Context: an optimization exercise on an open-source flow, tuned for small area and a short achievable clock period. The choices shown serve that exercise and are no tape-out recipe.
RTL that was checked went through simulation tests only; none was proved equivalent to the original.
For run 1, only the layout was checked, not whether the RTL still works.
Power is estimated from default activity; no workload was simulated.

## flow/design.v (module list and top-level ports; edited modules follow where they fit)
// module mac_first: 34 lines
// module resolve_lo_n: 18 lines
// module mac_unit: 53 lines
// module resolve_lo: 19 lines
// module inc_0_1: 6 lines
// module inc_1_2: 9 lines
// module inc_2_2: 11 lines
// module inc_2_3: 11 lines
// module inc_3_3: 13 lines
// module resolve_3_11: 24 lines
// module fa: 4 lines
// module ha: 4 lines
// module hai: 4 lines
// module xnor_g: 3 lines
// module or_g: 3 lines
// module pe_array: 2178 lines
module pe_array (
  input wire [3:0] sw_output_1,
  input wire [3:0] sw_output_2,
  input wire [3:0] sw_output_3,
  input wire [3:0] sw_output_4,
  input wire [3:0] sw_output_5,
  input wire [3:0] sw_output_6,
  input wire [3:0] sw_output_7,
  input wire [3:0] sw_output_8,
  input wire [3:0] sw_output_9,
  input wire [3:0] sw_output_10,
  input wire [3:0] sw_output_11,
  input wire [3:0] sw_output_12,
  input wire [3:0] sw_output_13,
  input wire [3:0] sw_output_14,
  input wire [3:0] sw_output_15,
  input wire [3:0] sw_output_16,
  input wire [3:0] sw_output_17,
  input wire [3:0] sw_output_18,
  input wire [3:0] sw_output_19,
  input wire [3:0] sw_output_20,
  input wire [3:0] sw_output_21,
  input wire [3:0] sw_output_22,
  input wire [3:0] sw_output_23,
  input wire [3:0] sw_output_24,
  input wire [3:0] sw_output_25,
  input wire [3:0] sw_output_26,
  input wire [3:0] sw_output_27,
  input wire [3:0] sw_output_28,
  input wire [3:0] sw_output_29,
  input wire [3:0] sw_output_30,
  input wire [3:0] sw_output_31,
  input wire [3:0] sw_output_32,
  input wire [3:0] sw_output_33,
  input wire [3:0] sw_output_34,
  input wire [3:0] sw_output_35,
  input wire [3:0] sw_output_36,
  input wire [3:0] sw_output_37,
  input wire [3:0] sw_output_38,
  input wire [3:0] sw_output_39,
  input wire [3:0] sw_output_40,
  input wire [3:0] sw_output_41,
  input wire [3:0] sw_output_42,
  input wire [3:0] sw_output_43,
  input wire [3:0] sw_output_44,
  input wire [3:0] sw_output_45,
  // ...
==> flow/flow/run.sh <==
#!/bin/bash
# Standard layout, with plain buffers (instead of delay cells) on the ports.
set -euo pipefail
bash standard.sh "BUFFER_PORTS_ARGS=-buffer_cell sky130_fd_sc_hd__buf_2" finish > standard_flow.log 2>&1
==> flow/standard.sh <==
#!/bin/bash
# synth_recipe.tcl (not shown) runs the flow's synth.tcl, then flattens the netlist and writes it again
# the make line also repeats each setting of config.mk as NAME=value (left out here)
make -C /OpenROAD-flow-scripts/flow DESIGN_CONFIG=/design/flow/config.mk WORK_HOME=/design/flow/orfs CLKGATE_MAP_FILE= SYNTH_SCRIPT=/design/flow/synth_recipe.tcl "${@:-finish}"
==> flow/config.mk <==
export PLATFORM = sky130hd
export DESIGN_NAME = pe_array
export DESIGN_NICKNAME = pe_array
export VERILOG_FILES = /design/flow/design.v
export SDC_FILE = /design/flow/constraint.sdc
export NUM_CORES = 4
export LEC_CHECK = 0
export CAP_MARGIN = 20
export CORE_MARGIN = 2
export CORE_UTILIZATION = 60
export CTS_CLUSTER_DIAMETER = 100
export CTS_CLUSTER_SIZE = 30
export SETUP_SLACK_MARGIN = 2.0
export SLEW_MARGIN = 20
export SYNTH_HIERARCHICAL = 1
==> flow/constraint.sdc <==
create_clock -name core_clock -period 4.5 [get_ports {clk}]
set_input_delay 0.9000 -clock core_clock [delete_from_list [all_inputs] [get_ports {clk}]]
set_output_delay 0.9000 -clock core_clock [all_outputs]
set_load 0.01 [all_outputs]
==> qor.yml, run 1 <==
min_delay_path_depth: 0
drv.max_cap_violation_count: 0
r2r-start: "scd_5_8[0]"
met3_length_um: 10700
final_period_minus_worst_setup_slack_ns: 2.51
longest_individual_stage_delay_on_the_worst_path_ns: 0.38
synthesis.instances: 7772
holdCritPathClass: "register to register"
grt.met2_usage: 0.331
met2WireLength_um: 70900
final_area_um2: 91200
postCtsResizedCells: 30
syn_area_um2: 90600
avg_cell_area_syn_um2: 11.7
drc_marker_count_from_the_first_detailed_route_iteration: 1621
timing.reg2reg.worst_path_depth: 8
status: "no timing/DRC/antenna violations"
cp.arrival_ns: 3.08
post_cts_buffers: 1
finalSetupTns_ns: 0
post-route-util: 0.608
detail_route.wirelength_um: 147000
power.combinational.total_w: 0.00706
clock_cell_area_share: 0.0228
area.sequential_um2: 39700
final-nonclk-buf-share: 0.0435
detail_route.vias_per_cell: 4.61
grt_start_max_net_pins: 127
die_height_um: 393
worst_hold_path.endpoint: "sh_1_2"
==> run 2, diff against run 1 <==
--- a/flow/design.v
+++ b/flow/design.v
@@ -167,39 +167,30 @@
 wire t1s, t1c;
 hai u1 (.a(a[0]), .b(c), .s(t1s), .co(t1c));
 wire t2s, t2c;
 hai u2 (.a(a[1]), .b(t1c), .s(t2s), .co(t2c));
 wire t3s, t3c;
 hai u3 (.a(a[2]), .b(t2c), .s(t3s), .co(t3c));
 assign y = {t3s, t2s, t1s};
 endmodule
-module resolve_3_11 (
+module resolve_out (
   input  wire [7:0] lo,
   input  wire [2:0] cd,
   input  wire c8,
   input  wire [2:0] hi,
   input  wire clr,
   output wire [10:0] v
 );
-wire t1s, t1c;
-hai u1 (.a(lo[4]), .b(cd[0]), .s(t1s), .co(t1c));
-wire t2s, t2c;
-fa u2 (.a(lo[5]), .b(cd[1]), .c(t1c), .s(t2s), .co(t2c));
-wire t3s, t3c;
-fa u3 (.a(lo[6]), .b(cd[2]), .c(t2c), .s(t3s), .co(t3c));
-wire t4s, t4c;
-hai u4 (.a(lo[7]), .b(t3c), .s(t4s), .co(t4c));
-wire t5s, t5c;
-fa u5 (.a(c8), .b(hi[0]), .c(t4c), .s(t5s), .co(t5c));
-wire t6s, t6c;
-hai u6 (.a(hi[1]), .b(t5c), .s(t6s), .co(t6c));
-wire t7s, t7c;
-hai u7 (.a(hi[2]), .b(t6c), .s(t7s), .co(t7c));
-assign v = ~{t7s, t6s, t5s, t4s, t3s, t2s, t1s, lo[3], lo[2], lo[1], lo[0]} & {11{~clr}};
+wire [7:0] l = ~lo;
+wire [2:0] h = ~hi;
+wire [4:0] u = {1'b0, l[7:4]} + ({5'd0, ~cd[0]} << 0) + ({5'd0, ~cd[1]} << 1) + ({5'd0, ~cd[2]} << 2);
+wire c = u[4] | ~c8;
+wire [2:0] h1 = h + 3'd1;
+assign v = {c ? h1 : h, u[3:0], l[3:0]} & {11{~clr}};
 endmodule
 module fa (input wire a, input wire b, input wire c, output wire s, output wire co);
 assign s = a ^ b ^ c;
 assign co = (a & b) | (a & c) | (b & c);
 endmodule
 module ha (input wire a, input wire b, output wire s, output wire co);
 assign s = a ^ b;
 assign co = a & b;
@@ -606,17 +597,17 @@
 reg [2:0] sh_0_8;
 always @(posedge clk) begin
   s_0_8 <= lo_0_8;
   scd_0_8 <= cd_0_8;
   sc8_0_8 <= c8_0_8;
   sh_0_8 <= hn_0_8;
 end
 wire [10:0] v_0_8;
-resolve_3_11 rs_0_8 (.lo(s_0_8), .cd(scd_0_8), .c8(sc8_0_8), .hi(sh_0_8), .clr(clr), .v(v_0_8));
+resolve_out rs_0_8 (.lo(s_0_8), .cd(scd_0_8), .c8(sc8_0_8), .hi(sh_0_8), .clr(clr), .v(v_0_8));
 reg [10:0] o_0;
 always @(posedge clk) o_0 <= v_0_8;
 assign final_output_1 = {1'b0, o_0 & {11{pe_array_enable}}};
 wire [7:0] lo_1_0;
 wire [2:0] cd_1_0;
 mac_first pe_1_0 (.w(sw_output_10), .i(sw_output_91), .lo(lo_1_0), .cd(cd_1_0));
 reg [7:0] s_1_0;
 reg [2:0] scd_1_0;
@@ -828,17 +819,17 @@
 reg [2:0] sh_1_8;
 always @(posedge clk) begin
   s_1_8 <= lo_1_8;
   scd_1_8 <= cd_1_8;
   sc8_1_8 <= c8_1_8;
   sh_1_8 <= hn_1_8;
 end
 wire [10:0] v_1_8;
-resolve_3_11 rs_1_8 (.lo(s_1_8), .cd(scd_1_8), .c8(sc8_1_8), .hi(sh_1_8), .clr(clr), .v(v_1_8));
+resolve_out rs_1_8 (.lo(s_1_8), .cd(scd_1_8), .c8(sc8_1_8), .hi(sh_1_8), .clr(clr), .v(v_1_8));
 reg [10:0] o_1;
 always @(posedge clk) o_1 <= v_1_8;
 assign final_output_2 = {1'b0, o_1 & {11{pe_array_enable}}};
 wire [7:0] lo_2_0;
 wire [2:0] cd_2_0;
 mac_first pe_2_0 (.w(sw_output_19), .i(sw_output_100), .lo(lo_2_0), .cd(cd_2_0));
 reg [7:0] s_2_0;
 reg [2:0] scd_2_0;
@@ -1050,17 +1041,17 @@
 reg [2:0] sh_2_8;
 always @(posedge clk) begin
   s_2_8 <= lo_2_8;
   scd_2_8 <= cd_2_8;
   sc8_2_8 <= c8_2_8;
   sh_2_8 <= hn_2_8;
 end
 wire [10:0] v_2_8;
-resolve_3_11 rs_2_8 (.lo(s_2_8), .cd(scd_2_8), .c8(sc8_2_8), .hi(sh_2_8), .clr(clr), .v(v_2_8));
+resolve_out rs_2_8 (.lo(s_2_8), .cd(scd_2_8), .c8(sc8_2_8), .hi(sh_2_8), .clr(clr), .v(v_2_8));
 reg [10:0] o_2;
 always @(posedge clk) o_2 <= v_2_8;
 assign final_output_3 = {1'b0, o_2 & {11{pe_array_enable}}};
 wire [7:0] lo_3_0;
 wire [2:0] cd_3_0;
 mac_first pe_3_0 (.w(sw_output_28), .i(sw_output_109), .lo(lo_3_0), .cd(cd_3_0));
 reg [7:0] s_3_0;
 reg [2:0] scd_3_0;
@@ -1272,17 +1263,17 @@
 reg [2:0] sh_3_8;
 always @(posedge clk) begin
   s_3_8 <= lo_3_8;
   scd_3_8 <= cd_3_8;
   sc8_3_8 <= c8_3_8;
   sh_3_8 <= hn_3_8;
 end
 wire [10:0] v_3_8;
-resolve_3_11 rs_3_8 (.lo(s_3_8), .cd(scd_3_8), .c8(sc8_3_8), .hi(sh_3_8), .clr(clr), .v(v_3_8));
+resolve_out rs_3_8 (.lo(s_3_8), .cd(scd_3_8), .c8(sc8_3_8), .hi(sh_3_8), .clr(clr), .v(v_3_8));
 reg [10:0] o_3;
 always @(posedge clk) o_3 <= v_3_8;
 assign final_output_4 = {1'b0, o_3 & {11{pe_array_enable}}};
 wire [7:0] lo_4_0;
 wire [2:0] cd_4_0;
 mac_first pe_4_0 (.w(sw_output_37), .i(sw_output_118), .lo(lo_4_0), .cd(cd_4_0));
 reg [7:0] s_4_0;
 reg [2:0] scd_4_0;
@@ -1494,17 +1485,17 @@
 reg [2:0] sh_4_8;
 always @(posedge clk) begin
   s_4_8 <= lo_4_8;
   scd_4_8 <= cd_4_8;
   sc8_4_8 <= c8_4_8;
   sh_4_8 <= hn_4_8;
 end
 wire [10:0] v_4_8;
-resolve_3_11 rs_4_8 (.lo(s_4_8), .cd(scd_4_8), .c8(sc8_4_8), .hi(sh_4_8), .clr(clr), .v(v_4_8));
+resolve_out rs_4_8 (.lo(s_4_8), .cd(scd_4_8), .c8(sc8_4_8), .hi(sh_4_8), .clr(clr), .v(v_4_8));
 reg [10:0] o_4;
 always @(posedge clk) o_4 <= v_4_8;
 assign final_output_5 = {1'b0, o_4 & {11{pe_array_enable}}};
 wire [7:0] lo_5_0;
 wire [2:0] cd_5_0;
 mac_first pe_5_0 (.w(sw_output_46), .i(sw_output_127), .lo(lo_5_0), .cd(cd_5_0));
 reg [7:0] s_5_0;
 reg [2:0] scd_5_0;
@@ -1716,17 +1707,17 @@
 reg [2:0] sh_5_8;
 always @(posedge clk) begin
   s_5_8 <= lo_5_8;
   scd_5_8 <= cd_5_8;
   sc8_5_8 <= c8_5_8;
   sh_5_8 <= hn_5_8;
 end
 wire [10:0] v_5_8;
-resolve_3_11 rs_5_8 (.lo(s_5_8), .cd(scd_5_8), .c8(sc8_5_8), .hi(sh_5_8), .clr(clr), .v(v_5_8));
+resolve_out rs_5_8 (.lo(s_5_8), .cd(scd_5_8), .c8(sc8_5_8), .hi(sh_5_8), .clr(clr), .v(v_5_8));
 reg [10:0] o_5;
 always @(posedge clk) o_5 <= v_5_8;
 assign final_output_6 = {1'b0, o_5 & {11{pe_array_enable}}};
 wire [7:0] lo_6_0;
 wire [2:0] cd_6_0;
 mac_first pe_6_0 (.w(sw_output_55), .i(sw_output_136), .lo(lo_6_0), .cd(cd_6_0));
 reg [7:0] s_6_0;
 reg [2:0] scd_6_0;
@@ -1938,17 +1929,17 @@
 reg [2:0] sh_6_8;
 always @(posedge clk) begin
   s_6_8 <= lo_6_8;
   scd_6_8 <= cd_6_8;
   sc8_6_8 <= c8_6_8;
   sh_6_8 <= hn_6_8;
 end
 wire [10:0] v_6_8;
-resolve_3_11 rs_6_8 (.lo(s_6_8), .cd(scd_6_8), .c8(sc8_6_8), .hi(sh_6_8), .clr(clr), .v(v_6_8));
+resolve_out rs_6_8 (.lo(s_6_8), .cd(scd_6_8), .c8(sc8_6_8), .hi(sh_6_8), .clr(clr), .v(v_6_8));
 reg [10:0] o_6;
 always @(posedge clk) o_6 <= v_6_8;
 assign final_output_7 = {1'b0, o_6 & {11{pe_array_enable}}};
 wire [7:0] lo_7_0;
 wire [2:0] cd_7_0;
 mac_first pe_7_0 (.w(sw_output_64), .i(sw_output_145), .lo(lo_7_0), .cd(cd_7_0));
 reg [7:0] s_7_0;
 reg [2:0] scd_7_0;
@@ -2160,17 +2151,17 @@
 reg [2:0] sh_7_8;
 always @(posedge clk) begin
   s_7_8 <= lo_7_8;
   scd_7_8 <= cd_7_8;
   sc8_7_8 <= c8_7_8;
   sh_7_8 <= hn_7_8;
 end
 wire [10:0] v_7_8;
-resolve_3_11 rs_7_8 (.lo(s_7_8), .cd(scd_7_8), .c8(sc8_7_8), .hi(sh_7_8), .clr(clr), .v(v_7_8));
+resolve_out rs_7_8 (.lo(s_7_8), .cd(scd_7_8), .c8(sc8_7_8), .hi(sh_7_8), .clr(clr), .v(v_7_8));
 reg [10:0] o_7;
 always @(posedge clk) o_7 <= v_7_8;
 assign final_output_8 = {1'b0, o_7 & {11{pe_array_enable}}};
 wire [7:0] lo_8_0;
 wire [2:0] cd_8_0;
 mac_first pe_8_0 (.w(sw_output_73), .i(sw_output_154), .lo(lo_8_0), .cd(cd_8_0));
 reg [7:0] s_8_0;
 reg [2:0] scd_8_0;
@@ -2382,13 +2373,13 @@
 reg [2:0] sh_8_8;
 always @(posedge clk) begin
   s_8_8 <= lo_8_8;
   scd_8_8 <= cd_8_8;
   sc8_8_8 <= c8_8_8;
   sh_8_8 <= hn_8_8;
 end
 wire [10:0] v_8_8;
-resolve_3_11 rs_8_8 (.lo(s_8_8), .cd(scd_8_8), .c8(sc8_8_8), .hi(sh_8_8), .clr(clr), .v(v_8_8));
+resolve_out rs_8_8 (.lo(s_8_8), .cd(scd_8_8), .c8(sc8_8_8), .hi(sh_8_8), .clr(clr), .v(v_8_8));
 reg [10:0] o_8;
 always @(posedge clk) o_8 <= v_8_8;
 assign final_output_9 = {1'b0, o_8 & {11{pe_array_enable}}};
 endmodule
==> run 2 against run 1 <==
Sequential cell count is the same; non-clock buffer count shrank 7; via count grew 2.8%; largest power group unchanged; cell count grew 2.0%; wire length grew 1.9%.
==> qor.yml, run 2 <==
status: "no timing/DRC/antenna violations"  # unchanged
ratio_of_cells_with_drive_above_1_in_the_final_layout: 0.127  # was 0.128
worst_path_max_delay_cell: "dfxtp_1"  # was fa_2
initial_utilization: 0.604  # about the same
worst-path-max-fanout: 1  # was 2
cp_cell_sequence: "fa_1 -> fa_1 -> fa_1 -> fa_1"  # was or2_4 -> fa_2 -> fa_2 -> or2_1 -> fa_2 -> or2_1 -> xnor2_1 -> nor2_1
hpwl_after_detailed_placement_um: 122000  # was 120000 um
critPathCaptureType: "register"  # unchanged
dpl-instance-area_um2: 90000  # was 88900 um^2
setup.worst_path.start: "d_0_5[2]"  # was scd_5_8[0]
syn_area_um2: 91800  # was 90600 um^2
clock_latency_ns: 0.69  # was 0.70 ns
total_leakage_power_nw: 33.4  # was 32.2 nW
total_switching_power_w: 0.00996  # was 0.00987 W
power.combinational.fraction: 0.194  # was 0.189
first_pass_grt_wire_length_um: 240000  # was 236000 um
r2r-start: "d_0_5[2]"  # was scd_5_8[0]
detail_route.first_pass.iterations: 7  # unchanged
tightest_slew_ns: 0.798  # was 0.888 ns
detail_route.wl_per_cell_um: 15.3  # about the same
hp-start: "dc8_4_1"  # was dc8_1_1
final_area_um2: 92300  # was 91200 um^2
finClkSkew_ns: 0.0240  # was 0.0194 ns
timing_hold_violations_final: 0  # unchanged
layout_common_cells: "1980 x dfxtp_1, 1296 x nand2_1, 1188 x or2_1"  # was 1971 x dfxtp_1, 1296 x nand2_1, 1212 x or2_1
layout_commonest_cell: "dfxtp_1"  # unchanged
drv.max_cap_violation_count: 0  # unchanged
numClockSinks: 1981  # unchanged
grt_overflow: 0  # unchanged
tritoncts_buffers: 76  # unchanged
die_w_um: 395  # was 393 um
finalSetupTns_ns: 0  # unchanged
tritoncts: "done"  # unchanged
cts_max_level: 3  # unchanged
route.antenna.remaining_nets: 0  # unchanged
path_delay_family: "adder cells"  # unchanged
number_of_antenna_violations_at_the_first_check_in_global_routing: 123  # was 110
post_layout_nonfiller_instances: 9796  # was 9602
grt_use_total: 0.194  # about the same
fillerInstances: 12600  # about the same
worst_setup_path_start_kind: "register"  # unchanged
synthesis.instances: 7952  # was 7772
layout-area-overhead-vs-synth_pct: 0.588  # was 0.670%
boundary_pin_count: 759  # unchanged
detail_route.wirelength_um: 150000  # was 147000 um
grt_start_max_net_pins: 209  # was 127
share_clk_of_total_power: 0.224  # was 0.225
timing_worst_setup_path_type: "register to register"  # unchanged
cts_root_buf: "clkbuf_16"  # unchanged
longest_individual_stage_delay_on_the_worst_path_ns: 0.55  # was 0.38 ns
worstPathBufferInverterCount: 0  # unchanged
avg_cell_area_syn_um2: 11.5  # was 11.7 um^2
final_period_minus_worst_setup_slack_ns: 2.44  # was 2.51 ns
core-area_um2: 152000  # was 150000 um^2
power_frac_seq: 0.582  # was 0.586
cell_internal_pwr_w: 0.0275  # was 0.0274 W
die_height_um: 395  # was 393 um
power.ir.vdd_worst_v: 0.000273  # was 0.000265 V
crit_path_frequent_cell: "fa_1"  # was fa_2
yosysWarnings: 7  # unchanged
maxSlewHeadroom: 0.468  # was 0.408
detailroute.via_count: 45500  # was 44300
core.rowCount: 143  # was 142
switching_share: 0.266  # was 0.265
detail_route.vias_per_cell: 4.65  # was 4.61
cp.required_ns: 5.08  # was 5.07 ns
routability_cong: 0.896  # was 0.889
die_area_um2: 156000  # was 154000 um^2
holdCritPathClass: "register to register"  # unchanged
powerDensity_nw_per_um2: 406  # was 409 nW/um^2
cp.arrival_ns: 3.02  # was 3.08 ns
drc_marker_count_from_the_first_detailed_route_iteration: 1525  # was 1621
worst_hold_margin_ns: 0.340  # was 0.338 ns
clk_pin_slew_ns: 0.11  # about the same
final-max-slew-violation-count: 0  # unchanged
grt_setup_unrepaired: "false"  # was true
number_of_buffers_on_the_longest_clock_path: 3  # unchanged
place_inst: 9648  # was 9459
fin_crit_sh: 0.542  # was 0.558
drc: 0  # unchanged
post_cts_buffers: 0  # was 1
finalWorstSetupSlack_ns: 2.06  # was 1.99 ns
numPortBuffers: 749  # unchanged
r2r_setup_slack_ns: 2.06  # was 1.99 ns
place_ws_ns: 1.40  # was 1.38 ns
fmaxAchievable_ghz: 0.410  # was 0.399 GHz
setup_violations: 0  # unchanged
first_global_vias: 46700  # was 45700
final_nets: 9454  # was 9263
[run 2: cell count changes in the layout (fill, tap and decap cells not counted), sizes merged, moves of 27 or more]
cell and change:
nor2b +45, xnor2 -27, ha +36, mux2 +27, or2 -27, inv +79
[run 2: final cells by class]
cell class	count	area (um^2)	share of cell area
Antenna cell	61	153	0.00165
Tap cell	2030	2540	0.0275
Multi-Input combinational cell	4798	43700	0.473
Clock buffer	86	2070	0.0224
Sequential cell	1981	39700	0.430
Clock inverter	1	30.0	0.000325
Timing Repair Buffer	758	3890	0.0421
Inverter	81	304	0.00329
[run 2: stage by stage]
stage          power [W]   util
2_1_floorplan     0.0305      -
3_3_place_gp      0.0294  0.593
3_5_place_dp      0.0298  0.593
4_1_cts           0.0382  0.607
5_1_grt           0.0402  0.607
6_report          0.0375  0.608
[run 2: final timing paths]
check,endpoint,cells after the start
worst max-delay path,scd_0_6[0],4
worst min-delay path,sh_4_2,0
worst max register to register,scd_0_6[0],4
worst min register to register,sh_4_2,0
[run 2: timing repair]
action | 4_1_cts | 5_1_grt
gates cloned | 0 | 0
setup endpoints to repair | 99 | 99
gates resized for setup | 3 | 1
hold buffers | 0 | 0
[run 2: routing by layer]
layer	vias up	global-route usage	part of all wire
met5	-	0	0.0042
met4	96	0.0556	0.029
met3	290	0.0559	0.065
met2	759	0.327	0.47
met1	21700	0.244	0.43
li1	22700	-	-
[run 2: power groups by stage]
stage | registers, W | logic [W] | clock network [W]
finish | 0.0218 | 0.00727 | 0.00839
detailed placement | 0.0223 | 0.00745 | 0
global placement | 0.0222 | 0.00718 | 0
CTS | 0.0219 | 0.00746 | 0.00882
floorplan | 0.0219 | 0.00851 | 0
global route | 0.0222 | 0.00862 | 0.00937
==> run 3, diff against run 2 <==
==> flow/flow/run.sh (replaced) <==
#!/bin/bash
# Standard layout, with plain buffers (instead of delay cells) on the ports.
set -euo pipefail
bash standard.sh "BUFFER_PORTS_ARGS=-buffer_cell sky130_fd_sc_hd__buf_1" finish > standard_flow.log 2>&1
--- a/flow/config.mk
+++ b/flow/config.mk
@@ -7,7 +7,7 @@
 export LEC_CHECK = 0
 export CAP_MARGIN = 20
 export CORE_MARGIN = 2
-export CORE_UTILIZATION = 60
+export CORE_UTILIZATION = 70
 export CTS_CLUSTER_DIAMETER = 100
 export CTS_CLUSTER_SIZE = 30
 export SETUP_SLACK_MARGIN = 2.0
==> run 3 against run 2 <==
Critical endpoint is now final_output_2[8]; clock power shrank 1%; final area shrank 1.4%; first-iteration DRC count grew 26%; combinational power is essentially flat; largest cell class unchanged; via count grew 1.3%; die area shrank 14%; global-route usage grew 3.0 points; cell count shrank 3.0%.
==> qor.yml, run 3 <==
status: "no timing/DRC/antenna violations"  # unchanged
cp.arrival_ns: 1.53  # was 3.02 ns
cts_max_level: 3  # unchanged
grt_overflow: 0  # unchanged
clk_pin_slew_ns: 0.10  # was 0.11 ns
layout-area-overhead-vs-synth_pct: -0.770  # was 0.588%
timing.reg2reg.worst_path_depth: 4  # unchanged
setup.worst_path.start: "pe_array_enable"  # was d_0_5[2]
routability_cong: 0.919  # was 0.896
drv.max_cap_violation_count: 0  # unchanged
total_switching_power_w: 0.00995  # was 0.00996 W
cell_internal_pwr_w: 0.0274  # was 0.0275 W
numClockSinks: 1981  # unchanged
maxSlewHeadroom: 0.474  # was 0.468
final_area_um2: 91100  # was 92300 um^2
total_leakage_power_nw: 31.3  # was 33.4 nW
detail_route.wl_per_cell_um: 15.5  # was 15.3 um
final_nets: 9459  # was 9454
dpl-instance-area_um2: 88800  # was 90000 um^2
grt_setup_unrepaired: "false"  # unchanged
boundary_pin_count: 759  # unchanged
place_ws_ns: 1.37  # was 1.40 ns
number_of_antenna_violations_at_the_first_check_in_global_routing: 83  # was 123
powerDensity_nw_per_um2: 410  # was 406 nW/um^2
cp.required_ns: 3.60  # was 5.08 ns
layout_commonest_cell: "dfxtp_1"  # unchanged
share_clk_of_total_power: 0.221  # was 0.224
die_area_um2: 134000  # was 156000 um^2
cts_root_buf: "clkbuf_16"  # unchanged
setup_violations: 0  # unchanged
die_w_um: 366  # was 395 um
finClkSkew_ns: 0.0357  # was 0.0240 ns
syn_area_um2: 91800  # unchanged
tightest_slew_ns: 0.789  # was 0.798 ns
route.antenna.remaining_nets: 0  # unchanged
critPathCaptureType: "primary output"  # was register
worst_setup_path_start_kind: "primary input"  # was register
layout_common_cells: "1980 x dfxtp_1, 1296 x nand2_1, 1188 x or2_1"  # unchanged
detailroute.via_count: 46100  # was 45500
synthesis.instances: 7952  # unchanged
core-area_um2: 130000  # was 152000 um^2
yosysWarnings: 7  # unchanged
power_frac_seq: 0.584  # was 0.582
worst-path-max-fanout: 26  # was 1
power.combinational.fraction: 0.195  # was 0.194
worstReg2RegEnd: "s_1_4[4]"  # was scd_0_6[0]
holdCritPathClass: "register to register"  # unchanged
initial_utilization: 0.707  # was 0.604
r2r_setup_slack_ns: 2.18  # was 2.06 ns
tritoncts: "done"  # unchanged
detail_route.wirelength_um: 147000  # was 150000 um
core.rowCount: 132  # was 143
number_of_buffers_on_the_longest_clock_path: 3  # unchanged
crit_end: "final_output_2[8]"  # was scd_0_6[0]
fmaxAchievable_ghz: 0.412  # was 0.410 GHz
timing_worst_setup_path_type: "primary input to primary output"  # was register to register
first_pass_grt_wire_length_um: 239000  # was 240000 um
finalWorstSetupSlack_ns: 2.07  # was 2.06 ns
p_total_w: 0.0374  # was 0.0375 W
finalSetupTns_ns: 0  # unchanged
detail_route.first_pass.iterations: 5  # was 7
drc: 0  # unchanged
grt_start_max_net_pins: 128  # was 209
power.ir.vdd_worst_v: 0.000299  # was 0.000273 V
fin_crit_sh: 0.540  # was 0.542
first_global_vias: 47600  # was 46700
clock_latency_ns: 0.69  # about the same
tritoncts_buffers: 76  # unchanged
final_period_minus_worst_setup_slack_ns: 2.43  # was 2.44 ns
cts.hold.buffers_added: 0  # unchanged
detail_route.vias_per_cell: 4.85  # was 4.65
ratio_of_cells_with_drive_above_1_in_the_final_layout: 0.0302  # was 0.127
numPortBuffers: 749  # unchanged
r2r-start: "d_1_3[2]"  # was d_0_5[2]
switching_share: 0.266  # about the same
die_height_um: 366  # was 395 um
drc_marker_count_from_the_first_detailed_route_iteration: 1920  # was 1525
final-max-slew-violation-count: 0  # unchanged
hpwl_after_detailed_placement_um: 120000  # was 122000 um
timing_hold_violations_final: 0  # unchanged
grt_use_total: 0.224  # was 0.194
avg_cell_area_syn_um2: 11.5  # unchanged
[run 3: changes by cell type in the layout (fill, tap and decap cells not counted), moves of 2 or more]
cell | before | now
diode_2 | 61 | 50
buf_2 | 747 | 0
clkbuf_8 | 2 | 0
buf_12 | 5 | 7
buf_4 | 5 | 3
buf_1 | 0 | 747
buf_6 | 1 | 3
[run 3: power by group through the flow]
stage               logic [W]  registers, W  clock network [W]
detailed placement    0.00741        0.0223                  0
CTS                   0.00743        0.0219            0.00859
global placement      0.00703        0.0222                  0
finish                0.00727        0.0218            0.00827
global route          0.00859        0.0222            0.00924
floorplan             0.00851        0.0219                  0
[run 3: layout make-up]
type                    count  area [um^2]
diodes                     50          125
clock buffers              83         2030
clock inverters             1         30.0
fillers                  9658        38800
inverters                  81          304
multi-input cells        4798        43700
flip-flops and latches   1981        39700
well taps                1742         2180
repair buffers            763         3060
[run 3: worst min-delay path by stage]
stage | to | cells past startpoint | from
6_report | sh_5_2 | 0 | dc8_5_1
5_1_grt | sh_2_2 | 0 | dc8_2_1
4_1_cts | s_8_0[0] | 2 | sw_output_154[0]
3_5_place_dp | sh_7_2 | 0 | dc8_7_1
3_3_place_gp | sh_1_2 | 0 | dc8_1_1
2_1_floorplan | o_0[0] | 1 | s_0_8[0]
[run 3: through the flow]
step,hold slack (ns),instances,util
finish,0.344,9499,0.701
global route,0.352,9485,0.701
CTS,0.333,9448,0.700
detailed placement,0.321,9363,0.684
global placement,0.312,9363,0.684
floorplan,0.363,7960,-
[run 3: critical path, stage by stage]
cell       delay, ns
clkbuf_16       0.17
buf_12          0.16
and2_1          0.14
buf_1           0.15
[run 3: timing repair]
action                                  CTS  global route
resized for setup                         7             0
buffers inserted                          0             0
hold endpoints to repair                  0             0
pin swaps                                 0             0
endpoints found under the setup margin   99            40
cloned                                    1             1
[run 3: per-layer routing]
metal	global-route usage	vias up	routed length (um)
met3	0.0609	276	10400
met1	0.278	22100	60600
met5	0	-	437
met4	0.0700	70	4080
li1	-	22700	-
met2	0.383	919	71800
==> run 4, diff against run 3 <==
--- a/flow/config.mk
+++ b/flow/config.mk
@@ -7,7 +7,7 @@
 export LEC_CHECK = 0
 export CAP_MARGIN = 20
 export CORE_MARGIN = 2
-export CORE_UTILIZATION = 70
+export CORE_UTILIZATION = 60
 export CTS_CLUSTER_DIAMETER = 100
 export CTS_CLUSTER_SIZE = 30
 export SETUP_SLACK_MARGIN = 2.0
==> run 4 against run 3 <==
Final area increased by 0.39%; non-clock buffer count fell by 1; sequential share of layout area decreased by 0.17 points; die area grew 16%; clock power increased by 2.8%; sequential power is essentially flat; worst hold slack got worse by 0.0070 ns; via count down 1.5%; clock skew hardly changed; area after synthesis unchanged; wire length rose by 2.1%; critical endpoint is now scd_0_6[0]; largest power group unchanged; highest routed layer unchanged.
==> qor.yml, run 4 <==
status: "no timing/DRC/antenna violations"  # unchanged
place_ws_ns: 1.20  # was 1.37 ns
post-route-util: 0.602  # was 0.701
layout-area-overhead-vs-synth_pct: -0.379  # was -0.770%
power.ir.vdd_worst_v: 0.000284  # was 0.000299 V
power.combinational.fraction: 0.193  # was 0.195
share_clk_of_total_power: 0.227  # was 0.221
setup_violations: 0  # unchanged
detailroute.via_count: 45400  # was 46100
cp.arrival_ns: 3.03  # was 1.53 ns
power_frac_seq: 0.581  # was 0.584
final_period_minus_worst_setup_slack_ns: 2.44  # was 2.43 ns
place_inst: 9651  # was 9363
synthesis.instances: 7952  # unchanged
fmaxAchievable_ghz: 0.409  # was 0.412 GHz
drv.max_cap_violation_count: 0  # unchanged
tightest_slew_ns: 0.759  # was 0.789 ns
clock_latency_ns: 0.70  # was 0.69 ns
detail_route.first_pass.iterations: 5  # unchanged
route.antenna.remaining_nets: 0  # unchanged
globalRouteMet1Util: 0.243  # was 0.278
cp.required_ns: 5.08  # was 3.60 ns
switching_share: 0.267  # was 0.266
yosysWarnings: 7  # unchanged
grt_use_total: 0.196  # was 0.224
routability_cong: 0.884  # was 0.919
number_of_antenna_violations_at_the_first_check_in_global_routing: 96  # was 83
total_switching_power_w: 0.0100  # was 0.00995 W
cell_internal_pwr_w: 0.0275  # was 0.0274 W
critPathCaptureType: "register"  # was primary output
drc_marker_count_from_the_first_detailed_route_iteration: 1567  # was 1920
detail_route.wirelength_um: 150000  # was 147000 um
grt.met2_usage: 0.331  # was 0.383
cts_root_buf: "clkbuf_16"  # unchanged
cts.hold.buffers_added: 0  # unchanged
timing_hold_violations_final: 0  # unchanged
numPortBuffers: 749  # unchanged
tritoncts_buffers: 76  # unchanged
first_global_vias: 46500  # was 47600
layout_common_cells: "1980 x dfxtp_1, 1296 x nand2_1, 1188 x or2_1"  # unchanged
total_leakage_power_nw: 31.3  # about the same
drc: 0  # unchanged
fillerInstances: 12700  # was 9658
tritoncts: "done"  # unchanged
cts_max_level: 3  # unchanged
finalWorstSetupSlack_ns: 2.06  # was 2.07 ns
grt_setup_unrepaired: "true"  # was false
final-max-slew-violation-count: 0  # unchanged
core.rowCount: 143  # was 132
timing_worst_setup_path_type: "register to register"  # was primary input to primary output
holdCritPathClass: "register to register"  # unchanged
core-area_um2: 152000  # was 130000 um^2
min_delay_path_depth: 0  # unchanged
grt_start_max_net_pins: 148  # was 128
timing.reg2reg.worst_path_depth: 4  # unchanged
syn_area_um2: 91800  # unchanged
layout_commonest_cell: "dfxtp_1"  # unchanged
first_pass_grt_wire_length_um: 242000  # was 239000 um
finClkSkew_ns: 0.0362  # was 0.0357 ns
global_route.peak_usage_layer: "met2"  # unchanged
avg_cell_area_syn_um2: 11.5  # unchanged
final_nets: 9459  # unchanged
maxSlewHeadroom: 0.494  # was 0.474
boundary_pin_count: 759  # unchanged
numClockSinks: 1981  # unchanged
powerDensity_nw_per_um2: 411  # was 410 nW/um^2
post_layout_nonfiller_instances: 9780  # was 9499
clk_pin_slew_ns: 0.11  # was 0.10 ns
ratio_of_cells_with_drive_above_1_in_the_final_layout: 0.0307  # was 0.0302
die_w_um: 395  # was 366 um
detail_route.vias_per_cell: 4.64  # was 4.85
hpwl_after_detailed_placement_um: 122000  # was 120000 um
detail_route.wl_per_cell_um: 15.4  # was 15.5 um
worst-path-max-fanout: 1  # was 26
initial_utilization: 0.604  # was 0.707
die_area_um2: 156000  # was 134000 um^2
finalSetupTns_ns: 0  # unchanged
die_height_um: 395  # was 366 um
worst_setup_path_start_kind: "register"  # was primary input
grt_overflow: 0  # unchanged
number_of_buffers_on_the_longest_clock_path: 3  # unchanged
routing_usage_on_met3: 0.0605  # was 0.0609
fin_crit_sh: 0.543  # was 0.540
[run 4: changes by cell type in the layout (fill, tap and decap cells not counted), sizes merged]
cell / previous run / this run
inv: 81 / 82
or2: 1189 / 1190
bufinv: 0 / 1
buf: 761 / 760
clkbuf: 85 / 87
diode: 50 / 39
[run 4: layout make-up]
cell class / count / area [um^2] / share of cell area
clock buffers: 85 / 2060 / 0.0226
diodes: 39 / 97.6 / 0.00107
multi-input cells: 4799 / 43700 / 0.478
repair buffers: 762 / 3030 / 0.0331
flip-flops and latches: 1981 / 39700 / 0.434
inverters: 81 / 304 / 0.00333
clock inverters: 3 / 55.1 / 0.000602
well taps: 2030 / 2540 / 0.0278
[run 4: worst max-delay path: stages (launching register included)]
cell     delay (ns)
dfxtp_1        0.55
fa_1           0.48
fa_1           0.41
fa_1           0.43
fa_1           0.45
[run 4: timing repair]
item / 4_1_cts / 5_1_grt
pin swaps: 1 / 0
buffers inserted: 0 / 0
gates cloned: 1 / 1
setup endpoints to repair: 134 / 92
resized for setup: 6 / 2
[run 4: final timing paths]
path / start / endpoint / slack (ns)
max: d_0_5[2] / scd_0_6[0] / 2.06
min: dc8_5_1 / sh_5_2 / 0.34
max reg2reg: d_0_5[2] / scd_0_6[0] / 2.06
min reg2reg: dc8_5_1 / sh_5_2 / 0.34
[run 4: metal layers]
| metal | part of all wire | vias to the layer above |
|---|---|---|
| met3 | 0.079 | 250 |
| met4 | 0.021 | 98 |
| met1 | 0.41 | 21700 |
| met5 | 0.0040 | - |
| li1 | - | 22600 |
| met2 | 0.48 | 766 |
[run 4: per-stage QoR]
step	hold WS, ns	power, W	cell area (um^2)
global placement	0.313	0.0293	89100
global route	0.352	0.0403	91400
floorplan	0.363	0.0305	91800
detailed placement	0.312	0.0297	89100
finish	0.337	0.0375	91400
CTS	0.320	0.0382	91300
[run 4: power groups by stage]
stage,combinational (W),clock [W],sequential [W]
6_report,0.00724,0.00850,0.0218
5_1_grt,0.00859,0.00955,0.0222
4_1_cts,0.00743,0.00893,0.0219
3_5_place_dp,0.00742,0,0.0223
3_3_place_gp,0.00714,0,0.0222
2_1_floorplan,0.00851,0,0.0219
==> run 5, diff against run 4 <==
--- a/flow/config.mk
+++ b/flow/config.mk
@@ -10,6 +10,6 @@
 export CORE_UTILIZATION = 60
 export CTS_CLUSTER_DIAMETER = 100
 export CTS_CLUSTER_SIZE = 30
-export SETUP_SLACK_MARGIN = 2.0
+export SETUP_SLACK_MARGIN = 2.15
 export SLEW_MARGIN = 20
 export SYNTH_HIERARCHICAL = 1
==> run 5 against run 4 <==
Sequential cell count did not move; combinational power rose by 1%; area after synthesis did not move; clock skew fell by 0.0024 ns; worst setup slack improved by 0.078 ns; non-clock buffer count rose by 15; wire length rose by 1.2%; core utilization rose by 0.54 points; critical path type is now primary input to primary output; final area rose by 0.90%; largest power group unchanged.
==> qor.yml, run 5 <==
status: "no timing/DRC/antenna violations"  # unchanged
critPathCaptureType: "primary output"  # was register
worst_setup_path_start_kind: "primary input"  # was register
core-area_um2: 152000  # unchanged
r2r_setup_slack_ns: 2.19  # was 2.06 ns
drc_marker_count_from_the_first_detailed_route_iteration: 1500  # was 1567
drc: 0  # unchanged
finalWorstSetupSlack_ns: 2.13  # was 2.06 ns
setup.worst_path.start: "pe_array_enable"  # was d_0_5[2]
tritoncts: "done"  # unchanged
crit_end: "final_output_3[4]"  # was scd_0_6[0]
drv.max_cap_violation_count: 0  # unchanged
powerDensity_nw_per_um2: 408  # was 411 nW/um^2
hpwl_after_detailed_placement_um: 122000  # unchanged
avg_cell_area_syn_um2: 11.5  # unchanged
cts.hold.buffers_added: 0  # unchanged
route.antenna.remaining_nets: 0  # unchanged
detail_route.first_pass.iterations: 5  # unchanged
detail_route.wirelength_um: 152000  # was 150000 um
yosysWarnings: 7  # unchanged
grt_setup_unrepaired: "true"  # unchanged
post-route-util: 0.607  # was 0.602
die_area_um2: 156000  # unchanged
routability_cong: 0.884  # unchanged
grt_start_max_net_pins: 148  # unchanged
holdCritPathClass: "register to register"  # unchanged
number_of_antenna_violations_at_the_first_check_in_global_routing: 98  # was 96
finalSetupTns_ns: 0  # unchanged
tritoncts_buffers: 76  # unchanged
setup_violations: 0  # unchanged
grt_use_total: 0.198  # was 0.196
clock_latency_ns: 0.71  # was 0.70 ns
numClockSinks: 1981  # unchanged
place_ws_ns: 1.20  # unchanged
grt_overflow: 0  # unchanged
tightest_slew_ns: 0.756  # was 0.759 ns
worst_hold_margin_ns: 0.337  # about the same
ratio_of_cells_with_drive_above_1_in_the_final_layout: 0.0568  # was 0.0307
timing_worst_setup_path_type: "primary input to primary output"  # was register to register
die_height_um: 395  # unchanged
final-max-slew-violation-count: 0  # unchanged
core.rowCount: 143  # unchanged
r2r-start: "d_0_5[2]"  # unchanged
total_leakage_power_nw: 32.0  # was 31.3 nW
longest_individual_stage_delay_on_the_worst_path_ns: 0.15  # was 0.55 ns
final_nets: 9475  # was 9459
clk_pin_slew_ns: 0.10  # was 0.11 ns
initial_utilization: 0.604  # unchanged
number_of_buffers_on_the_longest_clock_path: 3  # unchanged
final_period_minus_worst_setup_slack_ns: 2.37  # was 2.44 ns
layout_common_cells: "1968 x dfxtp_1, 1296 x nand2_1, 1188 x or2_1"  # was 1980 x dfxtp_1, 1296 x nand2_1, 1188 x or2_1
detail_route.wl_per_cell_um: 15.5  # was 15.4 um
p_total_w: 0.0376  # was 0.0375 W
cp_cell_sequence: "clkbuf_16 -> buf_12 -> and2_4 -> buf_6"  # was fa_1 -> fa_1 -> fa_1 -> fa_1
detailroute.via_count: 45600  # was 45400
syn_area_um2: 91800  # unchanged
fmaxAchievable_ghz: 0.423  # was 0.409 GHz
die_w_um: 395  # unchanged
first_global_vias: 46800  # was 46500
detail_route.vias_per_cell: 4.66  # was 4.64
maxSlewHeadroom: 0.496  # was 0.494
cp.arrival_ns: 1.47  # was 3.03 ns
timing.reg2reg.worst_path_depth: 4  # unchanged
cts_max_level: 3  # unchanged
layout_commonest_cell: "dfxtp_1"  # unchanged
boundary_pin_count: 759  # unchanged
finClkSkew_ns: 0.0338  # was 0.0362 ns
fin_crit_sh: 0.526  # was 0.543
cp.required_ns: 3.60  # was 5.08 ns
worstReg2RegEnd: "scd_0_6[0]"  # unchanged
power.ir.vdd_worst_v: 0.000291  # was 0.000284 V
min_delay_path_depth: 0  # unchanged
first_pass_grt_wire_length_um: 244000  # was 242000 um
timing_hold_violations_final: 0  # unchanged
cts_root_buf: "clkbuf_16"  # unchanged
worst-path-max-fanout: 8  # was 1
layout-area-overhead-vs-synth_pct: 0.513  # was -0.379%
numPortBuffers: 749  # unchanged
synthesis.instances: 7952  # unchanged
worst_path_max_delay_cell: "clkbuf_16"  # was dfxtp_1
==> run 5: where the power goes <==
| group | switching, W | internal (W) | total (W) |
|---|---|---|---|
| registers | 0.00134 | 0.0205 | 0.0218 |
| clock network | 0.00514 | 0.00336 | 0.00850 |
| logic | 0.00357 | 0.00376 | 0.00733 |
| total | 0.0100 | 0.0276 | 0.0376 |
==> run 5: layer usage <==
layer | track usage | up-vias | wire, um
li1 | - | 22700 | -
met1 | 0.243 | 21800 | 62500
met2 | 0.337 | 776 | 73700
met3 | 0.0606 | 275 | 11800
met4 | 0.0524 | 108 | 3620
met5 | 0 | - | 659
==> run 5: how the worst min path moves through the flow <==
stage,from,to,slack (ns)
floorplan,s_0_8[0],o_0[0],0.36
global placement,dc8_6_1,sh_6_2,0.31
detailed placement,dc8_7_1,sh_7_2,0.31
CTS,sw_output_91[3],s_1_0[6],0.32
global route,dc8_8_1,sh_8_2,0.35
finish,dc8_5_1,sh_5_2,0.34
==> run 5: area by class of cell <==
class | instances | area, um^2
Inverter | 81 | 304
Fill cell | 12600 | 59700
Sequential cell | 1981 | 39700
Multi-Input combinational cell | 4800 | 43800
Antenna cell | 37 | 92.6
Tap cell | 2030 | 2540
Timing Repair Buffer | 777 | 3730
Clock inverter | 3 | 55.1
Clock buffer | 85 | 2060
==> run 5: stage by stage <==
step	instance area, um^2	std cells
final	92200	9794
after global routing	92200	9783
after CTS	91600	9747
after detailed placement	89100	9651
after global placement	89100	9651
after floorplan	91800	7960
==> run 5: critical path: cells and delay by family <==
family,cells,cell delay (ns)
AND/OR/NAND/NOR,1,0.14
buffers and inverters,3,0.41
==> run 5: what timing repair did <==
action,in CTS,in global routing
setup buffers,1,4
gates resized for setup,84,165
pin swaps,1,1
endpoints found under the setup margin,246,111
gates cloned,7,6

==> port drivers added, routing unchanged <==
No port has a modelled driver above. Below, the same layouts with a new extraction and two added sets of constraints.
Step 1, drivers: a clkbuf_16 drives clk and a buf_2 each remaining input, both assumed.
Step 2 times the ports against the registers' clock, not the clock port: input delays grow and output delays shrink by t, the midpoint of the rising clock arrivals with the driver on.
Slacks: ideal / step 1 / step 2; pairs: ideal / step 1.
run	shift t [ns]	setup WS [ns]	worst slew at a driven data input, ns	cell pins on the clock port's net
run 1	0.778	1.991 / 1.991 / 1.399	0.16	1
run 2	0.767	2.059 / 2.059 / 1.363	0.17	1
run 3	0.762	2.071 / 1.943 / 1.312	0.18	1
run 4	0.766	2.055 / 1.953 / 1.328	0.15	1
run 5	0.769	2.134 / 1.908 / 1.328	0.24	1
After both steps setup and hold are still met in every run listed. The setup slack of run 5, which loses most, moves by -0.226 ns with the drivers and by -0.806 ns with both steps.
